This design comes from an exercise in tuning for small area, a short achievable clock period and few clock cycles per item on the open sky130 flow, not from production work. At most, simulation tests tie the RTL to the original design; equivalence was not proved.

the reference run:
==> flow/design.v <==
module cordi_arch
(
	input [15:0] theta,
	input bgn,
	input clk,
	input rst_b,
	output [15:0] cos,
	output fin
);
reg [15:0] x, y, z;
reg busy, first, last, fin_r;
reg e1, e2, n0;
reg xsub, yneg;
reg [3:0] hsx, lsx;
wire [3:0] ln = (~busy | first) ? 4'b0001 : {lsx[2:0], lsx[3]};
wire [3:0] hn = (~busy | first) ? 4'b0001 : lsx[3] ? {hsx[2:0], hsx[3]} : hsx;
wire neg = z[15];
function [15:0] atan_tab;
	input [3:0] h, l;
	integer k;
	reg [15:0] a;
	begin
		atan_tab = 16'h0000;
		for (k = 3; k < 16; k = k + 1) begin
			a = (k == 3) ? 16'h07f5 : (k == 4) ? 16'h03ff : (16'h4000 >> k);
			if (h[(k - 3) / 4] & l[(k - 3) % 4]) atan_tab = atan_tab | a;
		end
	end
endfunction
wire [15:0] atan = first ? (e1 ? (e2 ? 16'h04ea : 16'h2446) : (e2 ? 16'h4042 : 16'h5f9e)) :
                   atan_tab(hsx, lsx);
function [15:0] ash;
	input [15:0] v;
	input [3:0] h, l;
	reg [15:0] m;
	integer j;
	begin
		for (j = 0; j < 16; j = j + 1)
			m[j] = (h[0] & v[j+3 > 15 ? 15 : j+3]) | (h[1] & v[j+7 > 15 ? 15 : j+7]) |
			       (h[2] & v[j+11 > 15 ? 15 : j+11]) | (h[3] & v[15]);
		for (j = 0; j < 16; j = j + 1)
			ash[j] = (l[0] & m[j]) | (l[1] & m[j+1 > 15 ? 15 : j+1]) |
			         (l[2] & m[j+2 > 15 ? 15 : j+2]) | (l[3] & m[j+3 > 15 ? 15 : j+3]);
	end
endfunction
wire [15:0] ysc = ash(y ^ {16{xsub}}, hsx, lsx);
wire [15:0] xsc = ash(x ^ {16{yneg}}, hsx, lsx);
wire ysgn = y[15] ^ xsub;
wire xsgn = x[15] ^ yneg;
wire [16:0] x_sum = {x, 1'b1} + {{4{ysgn}}, ysc[11:0], xsub};
wire [16:0] y_sum = {y, 1'b1} + {{4{xsgn}}, xsc[11:0], yneg};
wire [16:0] z_sum = {z, 1'b1} + {atan ^ {16{~neg}}, ~neg};
wire [15:0] x_add = x_sum[16:1];
wire [15:0] y_add = y_sum[16:1];
wire [15:0] z_add = z_sum[16:1];
wire [15:0] z_nxt = busy ? z_add : theta;
wire busy_nxt = busy ? ~last : bgn;
reg [15:0] x3, y3;
always @(*)
	case ({n0, e1 ^ n0, e2 ^ n0})
	3'b000: begin x3 = 16'd1245;  y3 = 16'd16166;   end
	3'b001: begin x3 = 16'd8705;  y3 = 16'd13680;   end
	3'b010: begin x3 = 16'd13680; y3 = 16'd8705;    end
	3'b011: begin x3 = 16'd16166; y3 = 16'd1245;    end
	3'b100: begin x3 = 16'd16168; y3 = -16'sd1244;  end
	3'b101: begin x3 = 16'd13680; y3 = -16'sd8706;  end
	3'b110: begin x3 = 16'd8705;  y3 = -16'sd13680; end
	default: begin x3 = 16'd1243; y3 = -16'sd16166; end
	endcase
function lt15;
	input [14:0] t, c;
	reg eq;
	integer k;
	begin
		lt15 = 1'b0;
		eq = 1'b1;
		for (k = 14; k >= 0; k = k - 1) begin
			lt15 = lt15 | (eq & c[k] & ~t[k]);
			eq = eq & ~(c[k] ^ t[k]);
		end
	end
endfunction
wire [14:0] t = theta[14:0];
wire n1_nxt = theta[15] ? lt15(t, 15'h4dbc) : lt15(t, 15'h3244);
wire n2_a = theta[15] ? lt15(t, 15'h3010) : lt15(t, 15'h1498);
wire n2_b = theta[15] ? lt15(t, 15'h6b68) : lt15(t, 15'h4ff0);
wire n2_nxt = n1_nxt ? n2_a : n2_b;
always @(posedge clk) begin
	x <= first ? x3 : x_add;
	y <= first ? y3 : ((busy & ~last) ? y_add : 16'h0000);
	z <= z_nxt;
	xsub <= ~z_nxt[15] & busy_nxt;
	yneg <= z_nxt[15] & busy_nxt;
	e1 <= n1_nxt ^ theta[15];
	e2 <= n2_nxt ^ theta[15];
	n0 <= theta[15];
	hsx <= hn; lsx <= ln;
	first <= bgn & ~busy;
	last <= busy & hsx[2] & lsx[3];
end
always @(posedge clk or negedge rst_b) begin
	if (!rst_b) begin
		busy <= 1'b0;
		fin_r <= 1'b0;
	end else begin
		busy <= busy_nxt;
		fin_r <= busy & last;
	end
end
assign cos = x;
assign fin = fin_r;
endmodule
==> flow/config.mk <==
export PLATFORM = sky130hd
export DESIGN_NAME = cordi_arch
export DESIGN_NICKNAME = cordi_arch
export VERILOG_FILES = /design/flow/design.v
export SDC_FILE = /design/flow/constraint.sdc
export NUM_CORES = 4
export LEC_CHECK = 0
export ABC_AREA = 1
export CAP_MARGIN = 20
export CORE_MARGIN = 2
export CORE_UTILIZATION = 40
export CTS_BUF_LIST = sky130_fd_sc_hd__clkbuf_8
export CTS_CLUSTER_SIZE = 30
export GPL_TIMING_DRIVEN = 0
export SLEW_MARGIN = 20
export TNS_END_PERCENT = 0
==> flow/constraint.sdc <==
create_clock -name core_clock -period 10.0 [get_ports {clk}]
set_input_delay 2.0000 -clock core_clock [delete_from_list [all_inputs] [get_ports {clk}]]
set_output_delay 2.0000 -clock core_clock [all_outputs]
set_load 0.01 [all_outputs]
standard.sh (not shown) runs the stock make flow with config.mk's settings and CLKGATE_MAP_FILE= SYNTH_SCRIPT=/design/flow/synth_recipe.tcl, a recipe that flattens the netlist after the stock synthesis.
==> flow/flow/run.sh <==
#!/bin/bash
# Standard ORFS layout, with buf_2 port buffers and repair_timing aiming for a
# larger setup margin (on the worst path only: TNS_END_PERCENT 0 in config.mk).
set -euo pipefail
bash standard.sh "BUFFER_PORTS_ARGS=-buffer_cell sky130_fd_sc_hd__buf_2" SETUP_SLACK_MARGIN=6.9 finish > standard_flow.log 2>&1
Edits applied to the flow inputs when going from the reference run to the trial run:
diff --git a/flow/design.v b/flow/design.v
--- a/flow/design.v
+++ b/flow/design.v
@@ -10,9 +10,9 @@
 reg [15:0] x, y, z;
 reg busy, first, last, fin_r;
-reg e1, e2, n0;
-reg xsub, yneg;
+reg e1, e2, n0, n1, n2;
+reg xsub, xsub_n, yneg, yneg_n;
 reg [3:0] hsx, lsx;
-wire [3:0] ln = (~busy | first) ? 4'b0001 : {lsx[2:0], lsx[3]};
-wire [3:0] hn = (~busy | first) ? 4'b0001 : lsx[3] ? {hsx[2:0], hsx[3]} : hsx;
+wire [3:0] ln = ~busy ? 4'b0001 : first ? 4'b1000 : {lsx[2:0], lsx[3]};
+wire [3:0] hn = ~busy ? 4'b0001 : lsx[3] ? {hsx[2:0], hsx[3]} : hsx;
 wire neg = z[15];
 function [15:0] atan_tab;
@@ -24,5 +24,5 @@
 		for (k = 3; k < 16; k = k + 1) begin
 			a = (k == 3) ? 16'h07f5 : (k == 4) ? 16'h03ff : (16'h4000 >> k);
-			if (h[(k - 3) / 4] & l[(k - 3) % 4]) atan_tab = atan_tab | a;
+			if (h[k / 4] & l[k % 4]) atan_tab = atan_tab | a;
 		end
 	end
@@ -37,6 +37,6 @@
 	begin
 		for (j = 0; j < 16; j = j + 1)
-			m[j] = (h[0] & v[j+3 > 15 ? 15 : j+3]) | (h[1] & v[j+7 > 15 ? 15 : j+7]) |
-			       (h[2] & v[j+11 > 15 ? 15 : j+11]) | (h[3] & v[15]);
+			m[j] = (h[0] & v[j]) | (h[1] & v[j+4 > 15 ? 15 : j+4]) |
+			       (h[2] & v[j+8 > 15 ? 15 : j+8]) | (h[3] & v[j+12 > 15 ? 15 : j+12]);
 		for (j = 0; j < 16; j = j + 1)
 			ash[j] = (l[0] & m[j]) | (l[1] & m[j+1 > 15 ? 15 : j+1]) |
@@ -44,10 +44,8 @@
 	end
 endfunction
-wire [15:0] ysc = ash(y ^ {16{xsub}}, hsx, lsx);
-wire [15:0] xsc = ash(x ^ {16{yneg}}, hsx, lsx);
-wire ysgn = y[15] ^ xsub;
-wire xsgn = x[15] ^ yneg;
-wire [16:0] x_sum = {x, 1'b1} + {{4{ysgn}}, ysc[11:0], xsub};
-wire [16:0] y_sum = {y, 1'b1} + {{4{xsgn}}, xsc[11:0], yneg};
+wire [15:0] ysc = ash(y ^ {{8{~xsub_n}}, {8{xsub}}}, hsx, lsx);
+wire [15:0] xsc = ash(x ^ {{8{~yneg_n}}, {8{yneg}}}, hsx, lsx);
+wire [16:0] x_sum = {x, 1'b1} + {ysc, xsub};
+wire [16:0] y_sum = {y, 1'b1} + {xsc, yneg};
 wire [16:0] z_sum = {z, 1'b1} + {atan ^ {16{~neg}}, ~neg};
 wire [15:0] x_add = x_sum[16:1];
@@ -58,5 +56,5 @@
 reg [15:0] x3, y3;
 always @(*)
-	case ({n0, e1 ^ n0, e2 ^ n0})
+	case ({n0, n1, n2})
 	3'b000: begin x3 = 16'd1245;  y3 = 16'd16166;   end
 	3'b001: begin x3 = 16'd8705;  y3 = 16'd13680;   end
@@ -91,11 +89,15 @@
 	z <= z_nxt;
 	xsub <= ~z_nxt[15] & busy_nxt;
+	xsub_n <= z_nxt[15] | ~busy_nxt;
 	yneg <= z_nxt[15] & busy_nxt;
+	yneg_n <= ~z_nxt[15] | ~busy_nxt;
 	e1 <= n1_nxt ^ theta[15];
 	e2 <= n2_nxt ^ theta[15];
 	n0 <= theta[15];
+	n1 <= n1_nxt;
+	n2 <= n2_nxt;
 	hsx <= hn; lsx <= ln;
 	first <= bgn & ~busy;
-	last <= busy & hsx[2] & lsx[3];
+	last <= busy & hsx[3] & lsx[2];
 end
 always @(posedge clk or negedge rst_b) begin
Between the reference run and the trial run, the final critical delay including setup and external delays is higher for the trial run.
Note that the total area of multi-input combinational cells recorded for the trial run amounts to 1.05 times the value seen in the reference run.
The reference run ended up with cos[9] as its critical path capture point; the trial run ended up with x[15].
Taking the reference run as the reference, in the trial run worst setup slack saw a decrease; post-route cell area rose 4.4%.
Testbench counts of the trial run, summed over its fixed seeds: cycles 32,768, items 2,048.
Only the layout flow was run in the reference run; the RTL was not checked for function there.

==> afterwards: timing with drivers on the ports <==
The results above use ideal ports. As a check the final layouts listed here were re-extracted and re-timed, cells and wires unchanged. Step 1, drivers: a clkbuf_16 drives clk and a buf_2 each remaining input, both assumed. Step 2 adds t to the input delays and takes it off the output delays; t is the mean of the earliest and latest rising clock arrival at the registers after step 1. Input paths then give back, and output paths get back, about the clock's delay inside the block. a / b / c = ideal ports / drivers / drivers and shift; a / b = the first two.
run	t, ns	slack for setup (ns)	latest minus earliest clock arrival (ns)	worst slew at a driven data input, ns
the reference run	0.403	6.995 / 6.959 / 6.863	0.013 / 0.013	0.03
the trial run	0.411	6.909 / 6.909 / 6.854	0.022 / 0.022	0.04
After both steps setup and hold are still met in every run listed. The setup slack of the reference run, which loses most, moves by -0.036 ns with the drivers and by -0.132 ns with both steps.
